What follows belongs to an exercise in optimizing a design on an open flow for small area, a short achievable clock period and few clock cycles per item; a production flow would make more cautious choices. At most, simulation tests tie the RTL to the original design; equivalence was not proved. No functional check of the RTL was part of runs 2 and 3. Power figures rest on the tool's default switching activity, not on a simulated workload.

==> flow/design.v, too long to show whole: its modules and the start of the top module <==
// module multiplication_top: 1476 lines
module multiplication_top(a_in, b_in, result, clk, reset, start, ready);
  // ...
==> flow/flow/run.sh <==
#!/bin/bash
# The standard layout (standard.sh: standard synthesis, floorplan, place,
# CTS, route), except that the ports are buffered with plain sky130 buf_1
# cells instead of the delay buffers buffer_ports picks by default.
# make's full output goes to flow_make.log here; ORFS's per-step logs are
# under orfs/logs/.
set -euo pipefail
bash standard.sh "BUFFER_PORTS_ARGS=-buffer_cell sky130_fd_sc_hd__buf_1" finish > flow_make.log 2>&1
==> flow/standard.sh <==
#!/bin/bash
# synth_recipe.tcl (not shown) runs the flow's synth.tcl, then flattens the netlist and writes it again
# the make line also repeats each setting of config.mk as NAME=value (left out here)
make -C /OpenROAD-flow-scripts/flow DESIGN_CONFIG=/design/flow/config.mk WORK_HOME=/design/flow/orfs CLKGATE_MAP_FILE= SYNTH_SCRIPT=/design/flow/synth_recipe.tcl "${@:-finish}"
==> flow/config.mk <==
export PLATFORM = sky130hd
export DESIGN_NAME = multiplication_top
export DESIGN_NICKNAME = multiplication_top
export VERILOG_FILES = /design/flow/design.v
export SDC_FILE = /design/flow/constraint.sdc
export NUM_CORES = 4
export LEC_CHECK = 0
export CAP_MARGIN = 20
export CORE_MARGIN = 2
export CORE_UTILIZATION = 40
export SLEW_MARGIN = 20
==> flow/constraint.sdc <==
create_clock -name core_clock -period 4.0 [get_ports {clk}]
set_input_delay 0.8000 -clock core_clock [delete_from_list [all_inputs] [get_ports {clk}]]
set_output_delay 0.8000 -clock core_clock [all_outputs]
set_load 0.01 [all_outputs]
==> metrics.yaml, run 1 <==
synth_commonest_cells: "496 x xnor2_1, 459 x a22oi_1, 449 x fa_1"
synth_fa_ha_area_frac: 0.337
layout_common_cells: "485 x xnor2_1, 436 x a22oi_1, 380 x fa_1, 257 x buf_1, 220 x inv_1"
power.total_mw: 32.7
irDropWorstVdd_mv: 0.399
hp-class: "flop to flop"
postCtsHoldBufs: 0
cts_sinks: 322
seq-power_mw: 5.13
critPathCaptureType: "flop"
p_clk_frac: 0.123
path_clk_slew_ps: 60
holdPathEnd: "cnt_q[0]"
synth_area_per_cell_sq_um: 10.4
met1_length_um: 44200
status: "finished clean"
met3_usage: 0.0449
power_frac_seq: 0.157
p_per_area_mw_per_mm2: 842
antenna_found_initial: 2
crit_path_end: "c_q[2]"
clockNetworkAreaShare: 0.0378
layout.nets: 4162
cts_tree: "done"
io_buffers: 259
synth_top_family_by_area: "adder cells"
crit_top_cell: "fa_1"
worstRegToRegCells: 13
synth.area.mux_share: 0.00250
largest_reg_flops: 70
multi_input_area_share: 0.606
crit_family: "adder cells"
nonClkBufAreaFrac: 0.102
Testbench counts, summed over its fixed seeds: cycles 9,608, items 1,600.
==> inputs of run 2 (changes only) <==
--- a/flow/design.v
+++ b/flow/design.v
@@ -5,18 +5,17 @@
     output [128:0] result;
     reg rdy_q;
     reg [2:0] cnt_q;
     reg [4:0] sel_q;              
     reg [57:0] hi_q;               
     reg [69:0] lo_q;               
     reg [64:0] s_q, c_q;           
     reg [13:0] sr_q, cr_q;          
-    reg [6:0] nr_q;               
-    reg ca_q, cb_q;                
+    reg cb_q;                      
     reg [6:0] one_q, two_q, neg_q;
     wire last = !rdy_q && cnt_q == 3'd5;
     wire rdy_d = reset || (rdy_q ? !start : last);
     wire run = !reset && (rdy_q ? start : !last);
     wire [14:0] ach0 = {a_in[13:0], 1'b0};
     wire [14:0] ach;
     assign ach = ({15{sel_q[1]}} & {a_in[27], a_in[26], a_in[25], a_in[24], a_in[23], a_in[22], a_in[21], a_in[20], a_in[19], a_in[18], a_in[17], a_in[16], a_in[15], a_in[14], a_in[13]})
         | ({15{sel_q[2]}} & {a_in[41], a_in[40], a_in[39], a_in[38], a_in[37], a_in[36], a_in[35], a_in[34], a_in[33], a_in[32], a_in[31], a_in[30], a_in[29], a_in[28], a_in[27]})
@@ -72,16 +71,22 @@
     wire npy5 = ~py5;
     wire pz5 = py5 & ~neg[5];
     wire [63:0] pp6 = ({64{one[6]}} & b_in | {64{two[6]}} & {b_in[62:0], 1'b0}) ^ {64{neg[6]}};
     wire py6 = two[6] & b_in[63];
     wire px6 = py6 ^ neg[6];
     wire npx6 = ~px6;
     wire npy6 = ~py6;
     wire pz6 = py6 & ~neg[6];
+    wire [63:0] negs;
+    generate for (g = 0; g < 32; g = g + 1) begin : ng
+        assign negs[2*g] = a_in[2*g+1];
+        assign negs[2*g+1] = 1'b0;
+    end endgenerate
+    wire [64:0] ci_t = rdy_q ? {1'b0, negs} : c_q;
     wire fs1;
     wire fc2;
     wire hs3;
     wire hc4;
     wire fs5;
     wire fc6;
     wire fs7;
     wire fc8;
@@ -984,193 +989,193 @@
     wire fs905;
     wire fc906;
     wire fs907;
     wire fc908;
     wire fs909;
     wire fc910;
     wire hs911;
     wire hc912;
-    assign {fc2, fs1} = s_q[0] + c_q[0] + pp0[0];
-    assign {hc4, hs3} = s_q[8] + c_q[8];
-    assign {fc6, fs5} = s_q[9] + c_q[9] + pp0[9];
-    assign {fc8, fs7} = s_q[10] + c_q[10] + pp0[10];
+    assign {fc2, fs1} = s_q[0] + ci_t[0] + pp0[0];
+    assign {hc4, hs3} = s_q[8] + ci_t[8];
+    assign {fc6, fs5} = s_q[9] + ci_t[9] + pp0[9];
+    assign {fc8, fs7} = s_q[10] + ci_t[10] + pp0[10];
     assign {hc10, hs9} = pp1[8] + pp2[6];
-    assign {fc12, fs11} = s_q[11] + c_q[11] + pp0[11];
+    assign {fc12, fs11} = s_q[11] + ci_t[11] + pp0[11];
     assign {fc14, fs13} = pp1[9] + pp2[7] + pp3[5];
-    assign {fc16, fs15} = s_q[12] + c_q[12] + pp0[12];
+    assign {fc16, fs15} = s_q[12] + ci_t[12] + pp0[12];
     assign {fc18, fs17} = pp1[10] + pp2[8] + pp3[6];
     assign {hc20, hs19} = pp4[4] + pp5[2];
-    assign {fc22, fs21} = s_q[13] + c_q[13] + pp0[13];
+    assign {fc22, fs21} = s_q[13] + ci_t[13] + pp0[13];
     assign {fc24, fs23} = pp1[11] + pp2[9] + pp3[7];
     assign {fc26, fs25} = pp4[5] + pp5[3] + pp6[1];
-    assign {fc28, fs27} = s_q[14] + c_q[14] + pp0[14];
+    assign {fc28, fs27} = s_q[14] + ci_t[14] + pp0[14];
     assign {fc30, fs29} = pp1[12] + pp2[10] + pp3[8];
     assign {fc32, fs31} = pp4[6] + pp5[4] + pp6[2];
-    assign {fc34, fs33} = s_q[15] + c_q[15] + pp0[15];
+    assign {fc34, fs33} = s_q[15] + ci_t[15] + pp0[15];
     assign {fc36, fs35} = pp1[13] + pp2[11] + pp3[9];
     assign {fc38, fs37} = pp4[7] + pp5[5] + pp6[3];
-    assign {fc40, fs39} = s_q[16] + c_q[16] + pp0[16];
+    assign {fc40, fs39} = s_q[16] + ci_t[16] + pp0[16];
     assign {fc42, fs41} = pp1[14] + pp2[12] + pp3[10];
     assign {fc44, fs43} = pp4[8] + pp5[6] + pp6[4];
-    assign {fc46, fs45} = s_q[17] + c_q[17] + pp0[17];
+    assign {fc46, fs45} = s_q[17] + ci_t[17] + pp0[17];
     assign {fc48, fs47} = pp1[15] + pp2[13] + pp3[11];
     assign {fc50, fs49} = pp4[9] + pp5[7] + pp6[5];
-    assign {fc52, fs51} = s_q[18] + c_q[18] + pp0[18];
+    assign {fc52, fs51} = s_q[18] + ci_t[18] + pp0[18];
     assign {fc54, fs53} = pp1[16] + pp2[14] + pp3[12];
     assign {fc56, fs55} = pp4[10] + pp5[8] + pp6[6];
-    assign {fc58, fs57} = s_q[19] + c_q[19] + pp0[19];
+    assign {fc58, fs57} = s_q[19] + ci_t[19] + pp0[19];
     assign {fc60, fs59} = pp1[17] + pp2[15] + pp3[13];
     assign {fc62, fs61} = pp4[11] + pp5[9] + pp6[7];
-    assign {fc64, fs63} = s_q[20] + c_q[20] + pp0[20];
+    assign {fc64, fs63} = s_q[20] + ci_t[20] + pp0[20];
     assign {fc66, fs65} = pp1[18] + pp2[16] + pp3[14];
     assign {fc68, fs67} = pp4[12] + pp5[10] + pp6[8];
-    assign {fc70, fs69} = s_q[21] + c_q[21] + pp0[21];
+    assign {fc70, fs69} = s_q[21] + ci_t[21] + pp0[21];
     assign {fc72, fs71} = pp1[19] + pp2[17] + pp3[15];
     assign {fc74, fs73} = pp4[13] + pp5[11] + pp6[9];
-    assign {fc76, fs75} = s_q[22] + c_q[22] + pp0[22];
+    assign {fc76, fs75} = s_q[22] + ci_t[22] + pp0[22];
     assign {fc78, fs77} = pp1[20] + pp2[18] + pp3[16];
     assign {fc80, fs79} = pp4[14] + pp5[12] + pp6[10];
-    assign {fc82, fs81} = s_q[23] + c_q[23] + pp0[23];
+    assign {fc82, fs81} = s_q[23] + ci_t[23] + pp0[23];
     assign {fc84, fs83} = pp1[21] + pp2[19] + pp3[17];
     assign {fc86, fs85} = pp4[15] + pp5[13] + pp6[11];
-    assign {fc88, fs87} = s_q[24] + c_q[24] + pp0[24];
+    assign {fc88, fs87} = s_q[24] + ci_t[24] + pp0[24];
     assign {fc90, fs89} = pp1[22] + pp2[20] + pp3[18];
     assign {fc92, fs91} = pp4[16] + pp5[14] + pp6[12];
-    assign {fc94, fs93} = s_q[25] + c_q[25] + pp0[25];
+    assign {fc94, fs93} = s_q[25] + ci_t[25] + pp0[25];
     assign {fc96, fs95} = pp1[23] + pp2[21] + pp3[19];
     assign {fc98, fs97} = pp4[17] + pp5[15] + pp6[13];
-    assign {fc100, fs99} = s_q[26] + c_q[26] + pp0[26];
+    assign {fc100, fs99} = s_q[26] + ci_t[26] + pp0[26];
     assign {fc102, fs101} = pp1[24] + pp2[22] + pp3[20];
     assign {fc104, fs103} = pp4[18] + pp5[16] + pp6[14];
-    assign {fc106, fs105} = s_q[27] + c_q[27] + pp0[27];
+    assign {fc106, fs105} = s_q[27] + ci_t[27] + pp0[27];
     assign {fc108, fs107} = pp1[25] + pp2[23] + pp3[21];
     assign {fc110, fs109} = pp4[19] + pp5[17] + pp6[15];
-    assign {fc112, fs111} = s_q[28] + c_q[28] + pp0[28];
+    assign {fc112, fs111} = s_q[28] + ci_t[28] + pp0[28];
     assign {fc114, fs113} = pp1[26] + pp2[24] + pp3[22];
     assign {fc116, fs115} = pp4[20] + pp5[18] + pp6[16];
-    assign {fc118, fs117} = s_q[29] + c_q[29] + pp0[29];
+    assign {fc118, fs117} = s_q[29] + ci_t[29] + pp0[29];
     assign {fc120, fs119} = pp1[27] + pp2[25] + pp3[23];
     assign {fc122, fs121} = pp4[21] + pp5[19] + pp6[17];
-    assign {fc124, fs123} = s_q[30] + c_q[30] + pp0[30];
+    assign {fc124, fs123} = s_q[30] + ci_t[30] + pp0[30];
     assign {fc126, fs125} = pp1[28] + pp2[26] + pp3[24];
     assign {fc128, fs127} = pp4[22] + pp5[20] + pp6[18];
-    assign {fc130, fs129} = s_q[31] + c_q[31] + pp0[31];
+    assign {fc130, fs129} = s_q[31] + ci_t[31] + pp0[31];
     assign {fc132, fs131} = pp1[29] + pp2[27] + pp3[25];
     assign {fc134, fs133} = pp4[23] + pp5[21] + pp6[19];
-    assign {fc136, fs135} = s_q[32] + c_q[32] + pp0[32];
+    assign {fc136, fs135} = s_q[32] + ci_t[32] + pp0[32];
     assign {fc138, fs137} = pp1[30] + pp2[28] + pp3[26];
     assign {fc140, fs139} = pp4[24] + pp5[22] + pp6[20];
-    assign {fc142, fs141} = s_q[33] + c_q[33] + pp0[33];
+    assign {fc142, fs141} = s_q[33] + ci_t[33] + pp0[33];
     assign {fc144, fs143} = pp1[31] + pp2[29] + pp3[27];
     assign {fc146, fs145} = pp4[25] + pp5[23] + pp6[21];
-    assign {fc148, fs147} = s_q[34] + c_q[34] + pp0[34];
+    assign {fc148, fs147} = s_q[34] + ci_t[34] + pp0[34];
     assign {fc150, fs149} = pp1[32] + pp2[30] + pp3[28];
     assign {fc152, fs151} = pp4[26] + pp5[24] + pp6[22];
-    assign {fc154, fs153} = s_q[35] + c_q[35] + pp0[35];
+    assign {fc154, fs153} = s_q[35] + ci_t[35] + pp0[35];
     assign {fc156, fs155} = pp1[33] + pp2[31] + pp3[29];
     assign {fc158, fs157} = pp4[27] + pp5[25] + pp6[23];
-    assign {fc160, fs159} = s_q[36] + c_q[36] + pp0[36];
+    assign {fc160, fs159} = s_q[36] + ci_t[36] + pp0[36];
     assign {fc162, fs161} = pp1[34] + pp2[32] + pp3[30];
     assign {fc164, fs163} = pp4[28] + pp5[26] + pp6[24];
-    assign {fc166, fs165} = s_q[37] + c_q[37] + pp0[37];
+    assign {fc166, fs165} = s_q[37] + ci_t[37] + pp0[37];
     assign {fc168, fs167} = pp1[35] + pp2[33] + pp3[31];
     assign {fc170, fs169} = pp4[29] + pp5[27] + pp6[25];
-    assign {fc172, fs171} = s_q[38] + c_q[38] + pp0[38];
+    assign {fc172, fs171} = s_q[38] + ci_t[38] + pp0[38];
     assign {fc174, fs173} = pp1[36] + pp2[34] + pp3[32];
     assign {fc176, fs175} = pp4[30] + pp5[28] + pp6[26];
-    assign {fc178, fs177} = s_q[39] + c_q[39] + pp0[39];
+    assign {fc178, fs177} = s_q[39] + ci_t[39] + pp0[39];
     assign {fc180, fs179} = pp1[37] + pp2[35] + pp3[33];
     assign {fc182, fs181} = pp4[31] + pp5[29] + pp6[27];
-    assign {fc184, fs183} = s_q[40] + c_q[40] + pp0[40];
+    assign {fc184, fs183} = s_q[40] + ci_t[40] + pp0[40];
     assign {fc186, fs185} = pp1[38] + pp2[36] + pp3[34];
     assign {fc188, fs187} = pp4[32] + pp5[30] + pp6[28];
-    assign {fc190, fs189} = s_q[41] + c_q[41] + pp0[41];
+    assign {fc190, fs189} = s_q[41] + ci_t[41] + pp0[41];
     assign {fc192, fs191} = pp1[39] + pp2[37] + pp3[35];
     assign {fc194, fs193} = pp4[33] + pp5[31] + pp6[29];
-    assign {fc196, fs195} = s_q[42] + c_q[42] + pp0[42];
+    assign {fc196, fs195} = s_q[42] + ci_t[42] + pp0[42];
     assign {fc198, fs197} = pp1[40] + pp2[38] + pp3[36];
     assign {fc200, fs199} = pp4[34] + pp5[32] + pp6[30];
-    assign {fc202, fs201} = s_q[43] + c_q[43] + pp0[43];
+    assign {fc202, fs201} = s_q[43] + ci_t[43] + pp0[43];
     assign {fc204, fs203} = pp1[41] + pp2[39] + pp3[37];
     assign {fc206, fs205} = pp4[35] + pp5[33] + pp6[31];
-    assign {fc208, fs207} = s_q[44] + c_q[44] + pp0[44];
+    assign {fc208, fs207} = s_q[44] + ci_t[44] + pp0[44];
     assign {fc210, fs209} = pp1[42] + pp2[40] + pp3[38];
     assign {fc212, fs211} = pp4[36] + pp5[34] + pp6[32];
-    assign {fc214, fs213} = s_q[45] + c_q[45] + pp0[45];
+    assign {fc214, fs213} = s_q[45] + ci_t[45] + pp0[45];
     assign {fc216, fs215} = pp1[43] + pp2[41] + pp3[39];
     assign {fc218, fs217} = pp4[37] + pp5[35] + pp6[33];
-    assign {fc220, fs219} = s_q[46] + c_q[46] + pp0[46];
+    assign {fc220, fs219} = s_q[46] + ci_t[46] + pp0[46];
     assign {fc222, fs221} = pp1[44] + pp2[42] + pp3[40];
     assign {fc224, fs223} = pp4[38] + pp5[36] + pp6[34];
-    assign {fc226, fs225} = s_q[47] + c_q[47] + pp0[47];
+    assign {fc226, fs225} = s_q[47] + ci_t[47] + pp0[47];
     assign {fc228, fs227} = pp1[45] + pp2[43] + pp3[41];
     assign {fc230, fs229} = pp4[39] + pp5[37] + pp6[35];
-    assign {fc232, fs231} = s_q[48] + c_q[48] + pp0[48];
+    assign {fc232, fs231} = s_q[48] + ci_t[48] + pp0[48];
     assign {fc234, fs233} = pp1[46] + pp2[44] + pp3[42];
     assign {fc236, fs235} = pp4[40] + pp5[38] + pp6[36];
-    assign {fc238, fs237} = s_q[49] + c_q[49] + pp0[49];
+    assign {fc238, fs237} = s_q[49] + ci_t[49] + pp0[49];
     assign {fc240, fs239} = pp1[47] + pp2[45] + pp3[43];
     assign {fc242, fs241} = pp4[41] + pp5[39] + pp6[37];
-    assign {fc244, fs243} = s_q[50] + c_q[50] + pp0[50];
+    assign {fc244, fs243} = s_q[50] + ci_t[50] + pp0[50];
     assign {fc246, fs245} = pp1[48] + pp2[46] + pp3[44];
     assign {fc248, fs247} = pp4[42] + pp5[40] + pp6[38];
-    assign {fc250, fs249} = s_q[51] + c_q[51] + pp0[51];
+    assign {fc250, fs249} = s_q[51] + ci_t[51] + pp0[51];
     assign {fc252, fs251} = pp1[49] + pp2[47] + pp3[45];
     assign {fc254, fs253} = pp4[43] + pp5[41] + pp6[39];
-    assign {fc256, fs255} = s_q[52] + c_q[52] + pp0[52];
+    assign {fc256, fs255} = s_q[52] + ci_t[52] + pp0[52];
     assign {fc258, fs257} = pp1[50] + pp2[48] + pp3[46];
     assign {fc260, fs259} = pp4[44] + pp5[42] + pp6[40];
-    assign {fc262, fs261} = s_q[53] + c_q[53] + pp0[53];
+    assign {fc262, fs261} = s_q[53] + ci_t[53] + pp0[53];
     assign {fc264, fs263} = pp1[51] + pp2[49] + pp3[47];
     assign {fc266, fs265} = pp4[45] + pp5[43] + pp6[41];
-    assign {fc268, fs267} = s_q[54] + c_q[54] + pp0[54];
+    assign {fc268, fs267} = s_q[54] + ci_t[54] + pp0[54];
     assign {fc270, fs269} = pp1[52] + pp2[50] + pp3[48];
     assign {fc272, fs271} = pp4[46] + pp5[44] + pp6[42];
-    assign {fc274, fs273} = s_q[55] + c_q[55] + pp0[55];
+    assign {fc274, fs273} = s_q[55] + ci_t[55] + pp0[55];
     assign {fc276, fs275} = pp1[53] + pp2[51] + pp3[49];
     assign {fc278, fs277} = pp4[47] + pp5[45] + pp6[43];
-    assign {fc280, fs279} = s_q[56] + c_q[56] + pp0[56];
+    assign {fc280, fs279} = s_q[56] + ci_t[56] + pp0[56];
     assign {fc282, fs281} = pp1[54] + pp2[52] + pp3[50];
     assign {fc284, fs283} = pp4[48] + pp5[46] + pp6[44];
-    assign {fc286, fs285} = s_q[57] + c_q[57] + pp0[57];
+    assign {fc286, fs285} = s_q[57] + ci_t[57] + pp0[57];
     assign {fc288, fs287} = pp1[55] + pp2[53] + pp3[51];
     assign {fc290, fs289} = pp4[49] + pp5[47] + pp6[45];
-    assign {fc292, fs291} = s_q[58] + c_q[58] + pp0[58];
+    assign {fc292, fs291} = s_q[58] + ci_t[58] + pp0[58];
     assign {fc294, fs293} = pp1[56] + pp2[54] + pp3[52];
     assign {fc296, fs295} = pp4[50] + pp5[48] + pp6[46];
-    assign {fc298, fs297} = s_q[59] + c_q[59] + pp0[59];
+    assign {fc298, fs297} = s_q[59] + ci_t[59] + pp0[59];
     assign {fc300, fs299} = pp1[57] + pp2[55] + pp3[53];
     assign {fc302, fs301} = pp4[51] + pp5[49] + pp6[47];
-    assign {fc304, fs303} = s_q[60] + c_q[60] + pp0[60];
+    assign {fc304, fs303} = s_q[60] + ci_t[60] + pp0[60];
     assign {fc306, fs305} = pp1[58] + pp2[56] + pp3[54];
     assign {fc308, fs307} = pp4[52] + pp5[50] + pp6[48];
-    assign {fc310, fs309} = s_q[61] + c_q[61] + pp0[61];
+    assign {fc310, fs309} = s_q[61] + ci_t[61] + pp0[61];
     assign {fc312, fs311} = pp1[59] + pp2[57] + pp3[55];
     assign {fc314, fs313} = pp4[53] + pp5[51] + pp6[49];
-    assign {fc316, fs315} = s_q[62] + c_q[62] + pp0[62];
+    assign {fc316, fs315} = s_q[62] + ci_t[62] + pp0[62];
     assign {fc318, fs317} = pp1[60] + pp2[58] + pp3[56];
     assign {fc320, fs319} = pp4[54] + pp5[52] + pp6[50];
-    assign {fc322, fs321} = s_q[63] + c_q[63] + pp0[63];
+    assign {fc322, fs321} = s_q[63] + ci_t[63] + pp0[63];
     assign {fc324, fs323} = pp1[61] + pp2[59] + pp3[57];
     assign {fc326, fs325} = pp4[55] + pp5[53] + pp6[51];
-    assign {fc328, fs327} = s_q[64] + c_q[64] + npx0;
+    assign {fc328, fs327} = s_q[64] + ci_t[64] + npx0;
     assign {fc330, fs329} = pp1[62] + pp2[60] + pp3[58];
     assign {fc332, fs331} = pp4[56] + pp5[54] + pp6[52];
     assign {fc334, fs333} = npy0 + pp1[63] + pp2[61];
     assign {fc336, fs335} = pp3[59] + pp4[57] + pp5[55];
     assign {fc338, fs337} = pz0 + npx1 + pp2[62];
     assign {hc340, hs339} = pp3[60] + pp4[58];
     assign {fc342, fs341} = npy1 + pp2[63] + pp3[61];
     assign {hc344, hs343} = pz1 + npx2;
-    assign {hc346, hs345} = s_q[4] + c_q[4];
-    assign {fc348, fs347} = s_q[5] + c_q[5] + pp0[5];
-    assign {fc350, fs349} = s_q[6] + c_q[6] + pp0[6];
+    assign {hc346, hs345} = s_q[4] + ci_t[4];
+    assign {fc348, fs347} = s_q[5] + ci_t[5] + pp0[5];
+    assign {fc350, fs349} = s_q[6] + ci_t[6] + pp0[6];
     assign {hc352, hs351} = pp1[4] + pp2[2];
-    assign {fc354, fs353} = s_q[7] + c_q[7] + pp0[7];
+    assign {fc354, fs353} = s_q[7] + ci_t[7] + pp0[7];
     assign {fc356, fs355} = pp1[5] + pp2[3] + pp3[1];
     assign {fc358, fs357} = hs3 + pp0[8] + pp1[6];
     assign {fc360, fs359} = pp2[4] + pp3[2] + pp4[0];
     assign {fc362, fs361} = hc4 + pp1[7] + pp2[5];
     assign {fc364, fs363} = pp3[3] + pp4[1] + fs5;
     assign {fc366, fs365} = pp3[4] + pp4[2] + pp5[0];
     assign {fc368, fs367} = fc6 + fs7 + hs9;
     assign {fc370, fs369} = pp4[3] + pp5[1] + fc8;
@@ -1290,19 +1295,19 @@
     assign {fc598, fs597} = pp3[62] + pp4[60] + pp5[58];
     assign {fc600, fs599} = pp6[56] + fc342 + hs343;
     assign {fc602, fs601} = npy2 + pp3[63] + pp4[61];
     assign {fc604, fs603} = pp5[59] + pp6[57] + hc344;
     assign {fc606, fs605} = pz2 + npx3 + pp4[62];
     assign {hc608, hs607} = pp5[60] + pp6[58];
     assign {fc610, fs609} = npy3 + pp4[63] + pp5[61];
     assign {hc612, hs611} = pz3 + npx4;
-    assign {hc614, hs613} = s_q[1] + c_q[1];
-    assign {fc616, fs615} = s_q[2] + c_q[2] + pp0[2];
-    assign {fc618, fs617} = s_q[3] + c_q[3] + pp0[3];
+    assign {hc614, hs613} = s_q[1] + ci_t[1];
+    assign {fc616, fs615} = s_q[2] + ci_t[2] + pp0[2];
+    assign {fc618, fs617} = s_q[3] + ci_t[3] + pp0[3];
     assign {fc620, fs619} = hs345 + pp0[4] + pp1[2];
     assign {fc622, fs621} = hc346 + pp1[3] + pp2[1];
     assign {fc624, fs623} = pp3[0] + fc348 + fs349;
     assign {fc626, fs625} = fc350 + hc352 + fs353;
     assign {fc628, fs627} = fc354 + fc356 + fs357;
     assign {fc630, fs629} = fc358 + fc360 + fs361;
     assign {fc632, fs631} = fc362 + fs365 + fc364;
     assign {fc634, fs633} = fc366 + fc368 + fs369;
@@ -1443,34 +1448,29 @@
     assign {fc904, fs903} = hs611 + fc754 + fs755;
     assign {fc906, fs905} = fs757 + hc612 + fc756;
     assign {fc908, fs907} = pp6[62] + fc758 + hs759;
     assign {fc910, fs909} = npy5 + pp6[63] + hc760;
     assign {hc912, hs911} = pz5 + npx6;
     wire [78:0] ts = {pz6, hc912, fc910, fc908, fc906, fc904, fc902, fc900, fc898, fc896, fc894, fc892, fc890, fc888, fc886, fc884, fc882, fc880, fc878, fc876, fc874, fc872, fc870, fc868, fc866, fc864, fc862, fc860, fc858, fc856, fc854, fc852, fc850, fc848, fc846, fc844, fc842, fc840, fc838, fc836, fc834, fc832, fc830, fc828, fc826, fc824, fc822, fc820, fc818, fc816, fc814, fc812, fc810, fc808, fc806, fc804, fc802, fc800, fc798, fc796, fc794, fc792, fc790, fc788, fc786, fc784, fc782, fc780, fc778, fc776, fc774, fc772, fc770, fc768, fc766, fc764, hc762, hs761, fs1};
     wire [78:0] tc = {1'b0, npy6, hs911, fs909, fs907, fs905, fs903, fs901, fs899, fs897, fs895, fs893, fs891, fs889, fs887, fs885, fs883, fs881, fs879, fs877, fs875, fs873, fs871, fs869, fs867, fs865, fs863, fs861, fs859, fs857, fs855, fs853, fs851, fs849, fs847, fs845, fs843, fs841, fs839, fs837, fs835, fs833, fs831, fs829, fs827, fs825, fs823, fs821, fs819, fs817, fs815, fs813, fs811, fs809, fs807, fs805, fs803, fs801, fs799, fs797, fs795, fs793, fs791, fs789, fs787, fs785, fs783, fs781, fs779, fs777, fs775, fs773, fs771, fs769, fs767, fs765, fs763, fc2, 1'b0};
     wire [71:0] fp = {s_q[57:0], sr_q};
-    wire [71:0] fq = {c_q[57:0], cr_q[13:1], ca_q};
-    wire [71:0] fr = {58'd0, 1'b0, nr_q[6], 1'b0, nr_q[5], 1'b0, nr_q[4], 1'b0, nr_q[3], 1'b0, nr_q[2], 1'b0, nr_q[1], 1'b0, nr_q[0]};
-    wire [71:0] fres = fp + fq + fr + {71'd0, cb_q};
-    wire [15:0] lsum = fp[13:0] + fq[13:0] + fr[13:0] + {15'd0, cb_q};
-    wire ca_d = lsum[15];
-    wire cb_d = lsum[15] | lsum[14];
+    wire [71:0] fq = {c_q[57:0], cr_q[13:1], cb_q};
+    wire [71:0] fres = fp + fq;
+    wire cb_d = fres[14] ^ fp[14] ^ fq[14];
     always @(posedge clk) begin
         rdy_q <= rdy_d;
         cnt_q <= rdy_q ? 3'd1 : cnt_q + 3'd1;
         sel_q <= rdy_d ? 5'd2 : {sel_q[3:0], 1'b0};
         one_q <= one_d;
         two_q <= two_d;
         neg_q <= neg_d;
         s_q <= run ? ts[78:14] : {1'b1, 64'd0};
         c_q <= run ? tc[78:14] : 65'd0;
         sr_q <= ts[13:0];
         cr_q <= tc[13:0];
-        nr_q <= neg;
-        ca_q <= rdy_q ? 1'b0 : ca_d;
         cb_q <= rdy_q ? 1'b0 : cb_d;
         if (!rdy_q) lo_q <= {fres[13:0], lo_q[69:14]};
         if (last) hi_q <= fres[71:14];
     end
     assign ready = rdy_q;
     assign result = {1'b0, hi_q, lo_q};
 endmodule
==> flow/config.mk (replaced) <==
export PLATFORM = sky130hd
export DESIGN_NAME = multiplication_top
export DESIGN_NICKNAME = multiplication_top
export VERILOG_FILES = /design/flow/design.v
export SDC_FILE = /design/flow/constraint.sdc
export NUM_CORES = 4
export LEC_CHECK = 0
export CAP_MARGIN = 20
export CORE_MARGIN = 2
export CORE_UTILIZATION = 40
export SETUP_SLACK_MARGIN = 0.15
export SLEW_MARGIN = 20
==> run 2 against run 1 <==
Against the previous run: sequential share of layout area shrank 0.72 points; power shrank 5.9%; routed wire length grew 8.3%; via count grew 1.8%; clock-buffer cell count grew 2; synthesized cell count shrank 2.6%; synthesized area shrank 2.6%; clock power shrank 7.7%; critical path type is now input pin to flop; largest power group unchanged.
==> metrics.yaml, run 2 <==
status: "finished clean"
io_buffers: 259  # unchanged
synth_edf_count: 128
final_common_cell: "a22oi_1"
critical_path_buf_inv_count: 4
clk_latency_ps: 590
rows: 103
power_frac_seq: 0.164  # +0.007
ys_ff_latch: 314
synthToLayoutAreaGrowth_pct: 24.8
drive_gt1_frac: 0.200
period_needed_ps: 3880
ys.warnings.count: 1
hp-class: "flop to flop"
detail_route.wl_per_cell_um: 25.2
irDropWorstVdd_mv: 0.467  # +17%
fmax_mhz: 258
viasPerCell: 5.69
final-setup-viol-count: 0
rr_endpoint: "c_q[28]"
dpl.hpwl_um: 87000
layout.nets: 4153  # -0.22%
startpoint_type: "input pin"
p_sw_mw: 14.1
path_clk_slew_ps: 60  # about the same
final_area_sq_mm: 0.0395
cp_slowest_cell: "fa_1"
biggestRegsByFlops: "lo_q x70, s_q x65, c_q x64"
ant_nets: 0
grt_max_degree: 73
synthDistinctLibCells: 74
synth_top_area_cell: "fa_1"
holdPathEnd: "cnt_q[0]"
comb_power_share: 0.715
power.total_mw: 30.8  # -5.9%
cts_inserted_buffers: 41
crit_path_max_fanout: 7
grt_pass1_wl_um: 168000
antenna_found_initial: 6  # +4
arrival_ps: 4360
grt_pass1_vias: 26091
multiInputGateArea_sq_mm: 0.0231
yosys-top-cells-area: "fa_1 28%, xnor2_1 12%, edfxtp_1 12%"
fill_cells: 7244
drt_iter0_drc: 3045
critPathRequiredTime_ps: 4470
synth_area_per_cell_sq_um: 10.4  # about the same
p_per_area_mw_per_mm2: 779  # -7.4%
hold_viol: 0
worst_pin_slew_ps: 937
seq_area_frac_synth: 0.239
seq_area_sq_mm: 0.00757
netlist_instances: 3036
worstSetupPathType: "input pin to flop"
p_clk_frac: 0.121  # -0.002
synth_commonest_cells: "459 x a22oi_1, 443 x xnor2_1, 442 x fa_1"
cts_tree: "done"
critPathCaptureType: "flop"
slew_headroom: 0.376
holdPathStages: 1
power.leakage_nw: 15.2
vias: 25985
top_register: "lo_q"
crit_chain: "buf_1 > or3b_4 > a31oi_4 > buf_6 > buf_12 > buf_4 > a22oi_1 > xnor2_1 > fa_1 > fa_1 > fa_1 > fa_1 > nor2_1"
syn_nets: 3704
routabilityCongestion: 0.938
overflow: 0
dpl_cell_area_sq_mm: 0.0372
dr.pass1.iters: 8
holdWs_ps: 428
largest_reg_flops: 70  # unchanged
syn-cell-area_sq_mm: 0.0317
clockBufferDepth: 3
ys_async_sr_fraction: 0
fp.dieArea_sq_mm: 0.0814
cts_root_buffer: "clkbuf_16"
r2r_slack_ps: 140
internal_power_mw: 16.7
initial_core_util: 0.403
critPathMaxStageDelay_ps: 550
crit_top_cell: "fa_1"
yosysTopAreaCellShare: 0.280
ios: 261
cts_sinks: 314  # -2.5%
grt_setup_unrepaired: "true"
fin_crit_sh: 0.970
crit_family: "adder cells"
yosysMostFrequentCell: "a22oi_1"
die_h_um: 285
layout_common_cells: "433 x a22oi_1, 432 x xnor2_1, 344 x fa_1, 299 x buf_4, 255 x buf_1"
drt_wl_total_um: 115000
die_w_um: 285
drc: 0
worstRegToRegCells: 12  # -1
tns_ps: 0
grtUsageTotal: 0.274
cts_max_level: 2
cap_violations: 0
design.core.area_sq_mm: 0.0786
switching_share: 0.458
reg2reg_from: "rdy_q"
final_max_slew_viol_count: 0
synth-main-ff-cell: "dfxtp_1"
postCtsHoldBufs: 0  # unchanged
hold_start: "cnt_q[0]"
skew_ps: 31.1
run 2: logic make-up (layout without fill, tap and decap cells):
group	Yosys count	in the layout	synth area share
mux	38	38	0.0132
buf+inv	450	931	0.0560
fa+ha+maj	537	537	0.317
compound gates	738	738	0.167
other cells	1	3	0.000118
xor+xnor	535	535	0.148
flops	314	314	0.239
simple gates	423	423	0.0598
run 2: routing by layer:
| layer | up-vias | global-route usage | wire length, um |
|---|---|---|---|
| li1 | 11334 | - | - |
| met1 | 13013 | 0.384 | 47400 |
| met2 | 1381 | 0.421 | 51600 |
| met3 | 247 | 0.0540 | 11900 |
| met4 | 10 | 0.0949 | 4320 |
| met5 | - | 0 | 60 |
run 2: worst register-to-register path: stages (launching register included):
cell	delay, ps
dfxtp_4	390
buf_4	150
buf_4	170
a21oi_4	150
buf_12	250
buf_4	240
a22oi_1	100
xnor2_1	170
fa_1	490
fa_1	550
fa_1	440
fa_1	500
nor2_1	180
run 2: timing repair:
action / 4_1_cts / 5_1_grt
endpoints found under the setup margin: 81 / 70
resized for setup: 6 / 59
buffers inserted: 9 / 21
gates cloned: 2 / 11
pin swaps: 7 / 55
run 2: how the worst max path moves through the flow:
stage / slack, ps / endpoint / from / depth (start not counted)
finish: 120 / c_q[42] / a_in[3] / 13
detailed placement: -620 / c_q[42] / a_in[5] / 13
global placement: -620 / c_q[42] / a_in[5] / 13
floorplan: -70 / c_q[16] / a_in[7] / 10
CTS: 130 / c_q[28] / a_in[7] / 12
global route: 50 / c_q[50] / a_in[7] / 13
run 2: layout make-up:
cell class	instances	share of cell area
clock inverters	22	0.00440
well taps	1050	0.0333
repair buffers	671	0.139
multi-input cells	2272	0.584
clock buffers	53	0.0301
diodes	2	0.000127
flip-flops and latches	314	0.192
inverters	185	0.0177
run 2: power by group through the flow:
stage	logic (mW)	clock network (mW)	registers [mW]
after global placement	21.2	0	5.09
after detailed placement	21.5	0	5.10
final	22.0	3.73	5.05
after global routing	24.8	3.90	5.09
after CTS	21.7	3.79	5.03
after floorplan	15.0	0	4.86
run 2: per-stage QoR:
stage | setup WS [ps] | cells | util
after detailed placement | -617 | 4450 | 0.474
after global placement | -625 | 4450 | 0.474
after CTS | 127 | 4536 | 0.494
final | 118 | 4569 | 0.502
after global routing | 54.1 | 4568 | 0.502
after floorplan | -68.8 | 3036 | -
==> inputs of run 3 (changes only) <==
--- a/flow/config.mk
+++ b/flow/config.mk
@@ -8,5 +8,6 @@
 export CAP_MARGIN = 20
 export CORE_MARGIN = 2
 export CORE_UTILIZATION = 40
-export SETUP_SLACK_MARGIN = 0.15
+export CTS_CLUSTER_DIAMETER = 80
+export CTS_CLUSTER_SIZE = 20
 export SLEW_MARGIN = 20
==> run 3 against run 2 <==
Against the previous run: synthesized area unchanged; clock-buffer cell count down 20; clock power down 18%; utilization down 2.5 points; routed wire length down 6.4%; sequential cell count unchanged; global-route usage down 1.1 points; cell count down 3.0%; combinational power down 4%; fmax down 0.55%; register-to-register slack about the same.
==> metrics.yaml, run 3 <==
initial_core_util: 0.403  # unchanged
hold_viol: 0  # unchanged
cts_max_level: 1  # -1
yosysMostFrequentCell: "a22oi_1"
seq_area_frac_synth: 0.239  # unchanged
crit_family: "adder cells"
postCtsHoldBufs: 0  # unchanged
layout.nets: 4026  # -3.1%
synth_area_per_cell_sq_um: 10.4  # unchanged
critPathMaxStageDelay_ps: 550  # about the same
ys_async_sr_fraction: 0  # unchanged
biggestRegsByFlops: "lo_q x70, s_q x65, c_q x64"
crit_path_max_fanout: 21  # +14
skew_ps: 21.3  # -9.85 ps
final_area_sq_mm: 0.0376  # -4.9%
ys_ff_latch: 314  # unchanged
cts_sinks: 314  # unchanged
io_buffers: 259  # unchanged
die_h_um: 285  # unchanged
yosys-top-cells-area: "fa_1 28%, xnor2_1 12%, edfxtp_1 12%"
netlist_instances: 3036  # unchanged
fill_cells: 7436  # +2.7%
dp_cells: 4372  # -1.8%
grt_pass1_vias: 24969  # -4.3%
power.leakage_nw: 14.3  # -5.5%
final_util: 0.478  # -0.0246
worst_pin_slew_ps: 971  # +34.8 ps
drt_wl_total_um: 108000  # -6.4%
yosysTopAreaCellShare: 0.280  # unchanged
crit_chain: "buf_1 > or3b_4 > a31oi_4 > buf_12 > buf_12 > a22oi_1 > xnor2_1 > fa_1 > fa_1 > fa_1 > fa_1 > nor2_1"
vias: 25054  # -3.6%
critical_path_buf_inv_count: 3  # -1
worstSetupPathType: "input pin to flop"
dpl.hpwl_um: 85000  # -2.2%
critPathRequiredTime_ps: 4490  # +20 ps
synth-main-ff-cell: "dfxtp_1"
ios: 261  # unchanged
synth_commonest_cells: "459 x a22oi_1, 443 x xnor2_1, 442 x fa_1"
die_w_um: 285  # unchanged
layout_common_cells: "458 x a22oi_1, 443 x xnor2_1, 420 x fa_1, 258 x buf_1, 208 x buf_4"
viasPerCell: 5.65  # -0.60%
synthDistinctLibCells: 74  # unchanged
fmax_mhz: 256  # -0.55%
crit_top_cell: "fa_1"
antenna_found_initial: 4  # -2
detail_route.wl_per_cell_um: 24.4  # -3.5%
slew_headroom: 0.352  # -0.0241
p_per_area_mw_per_mm2: 780  # about the same
path_clk_slew_ps: 80  # +20 ps
fin_crit_sh: 0.976  # +0.00540
hp-class: "flop to flop"
top_register: "lo_q"
drive_gt1_frac: 0.133  # -0.0677
final_max_slew_viol_count: 0  # unchanged
arrival_ps: 4400  # +40 ps
routabilityCongestion: 0.929  # -0.93%
largest_reg_flops: 70  # unchanged
grtUsageTotal: 0.262  # -0.0112
overflow: 0  # unchanged
synthToLayoutAreaGrowth_pct: 18.7
grt_pass1_wl_um: 161000  # -3.7%
drc: 0  # unchanged
startpoint_type: "input pin"
period_needed_ps: 3900  # +21.6 ps
rows: 103  # unchanged
syn-cell-area_sq_mm: 0.0317  # unchanged
cts_tree: "done"
design.core.area_sq_mm: 0.0786  # unchanged
final_common_cell: "a22oi_1"
clockBufferDepth: 3  # unchanged
cp_slowest_cell: "fa_1"
final-setup-viol-count: 0  # unchanged
ant_nets: 0  # unchanged
critPathCaptureType: "flop"
synth_top_area_cell: "fa_1"
r2r_slack_ps: 130  # about the same
finalNonFillerCells: 4432  # -3.0%
grt_max_degree: 73  # unchanged
cts_inserted_buffers: 29  # -29%
drt_iter0_drc: 2789  # -8.4%
syn_nets: 3704  # unchanged
cts_root_buffer: "clkbuf_16"
fp.dieArea_sq_mm: 0.0814  # unchanged
synth_edf_count: 128  # unchanged
ys.warnings.count: 1  # unchanged
status: "finished clean"
dpl_cell_area_sq_mm: 0.0365  # -2.1%
cap_violations: 0  # unchanged
irDropWorstVdd_mv: 0.432  # -7.5%
dr.pass1.iters: 6  # -2
clk_latency_ps: 630  # +40 ps
==> run 3: worst register-to-register path, stage by stage (launching register included) <==
cell and delay, ps:
dfxtp_4 410, buf_12 180, nor2_1 290, a21oi_4 60, buf_12 170, buf_12 160
a22oi_1 240, xnor2_1 130, fa_1 500, fa_1 570, fa_1 460, fa_1 530
nor2_1 60
==> run 3: logic make-up after synthesis <==
family,Yosys count,share of synthesized area
AND/OR/NAND/NOR,423,0.0598
multiplexers,38,0.0132
XOR/XNOR,535,0.148
adder cells (fa/ha/maj),537,0.317
other,1,0.000118
flip-flops,314,0.239
AO/OA/AOI/OAI,738,0.167
buffers and inverters,450,0.0560
==> run 3: routing by layer <==
layer / track usage / vias up / wire length (um)
met5: 0 / - / 35
met4: 0.0931 / 6 / 4520
met3: 0.0566 / 220 / 10600
met2: 0.405 / 1266 / 48300
met1: 0.364 / 12496 / 44600
li1: - / 11066 / -
==> run 3: area by class of cell <==
class                      count  area [sq um]  area share
timing repair buffer         556          4320       0.115
clock inverter                21           270     0.00719
tap                         1050          1310      0.0350
inverter                     185           699      0.0186
multi-input combinational   2272         22600       0.603
sequential                   314          7570       0.202
antenna                        1          2.50   0.0000666
clock buffer                  33           741      0.0197
==> run 3: path summary, 6_finish.rpt <==
check / start / to / depth (start not counted)
worst max-delay path: a_in[7] / c_q[29] / 12
worst min-delay path: cnt_q[0] / cnt_q[0] / 1
worst max register to register: rdy_q / c_q[14] / 12
worst min register to register: cnt_q[0] / cnt_q[0] / 1
==> run 3: power by group <==
part           total (mW)  internal (mW)  switching (mW)  leakage [nW]
logic                21.2           9.52            11.7          11.1
registers            5.00           4.45           0.552          2.74
clock network        3.06           1.46            1.61         0.489
total                29.3           15.4            13.9          14.3
==> run 3: stage by stage <==
step | total power, mW | setup slack [ps] | hold slack [ps] | TNS, ps
CTS | 29.5 | 104 | 425 | 0
detailed placement | 26.3 | -665 | 407 | -61500
global route | 32.2 | -4.02 | 440 | -4.02
global placement | 26.1 | -624 | 400 | -55490
floorplan | 19.6 | -59.6 | 388 | -1890
finish | 29.3 | 96.5 | 427 | 0
==> run 3: what timing repair did <==
action,in CTS,in global routing
hold endpoints to repair,0,0
gates resized for setup,1,1
cloned,0,1
setup endpoints to repair,1,15
setup buffers,0,4
pin swaps,0,2

-- re-timing with driven ports --
The results above use ideal ports. As a check the final layouts listed here were re-extracted and re-timed, cells and wires unchanged. Step 1, drivers: a clkbuf_16 drives clk and a buf_2 each remaining input, both assumed. Step 2 also shifts input and output timing later by t, the mid clock arrival at the registers, as if the neighbouring blocks saw the same clock. Slacks: ideal ports / drivers / drivers and shift; pairs: ideal ports / drivers.
| run | t, ns | setup slack, ns | slew at the worst register clock pin (ns) |
|---|---|---|---|
| run 1 | 0.647 | 0.109 / 0.109 / -0.471 | 0.07 / 0.07 |
| run 2 | 0.645 | 0.118 / 0.135 / -0.482 | 0.07 / 0.07 |
| run 3 | 0.691 | 0.096 / 0.133 / -0.545 | 0.09 / 0.09 |
With both steps, setup timing fails in every run listed, where it was met with ideal ports. The setup slack of run 3, which loses most, moves by +0.037 ns with the drivers and by -0.641 ns with both steps.
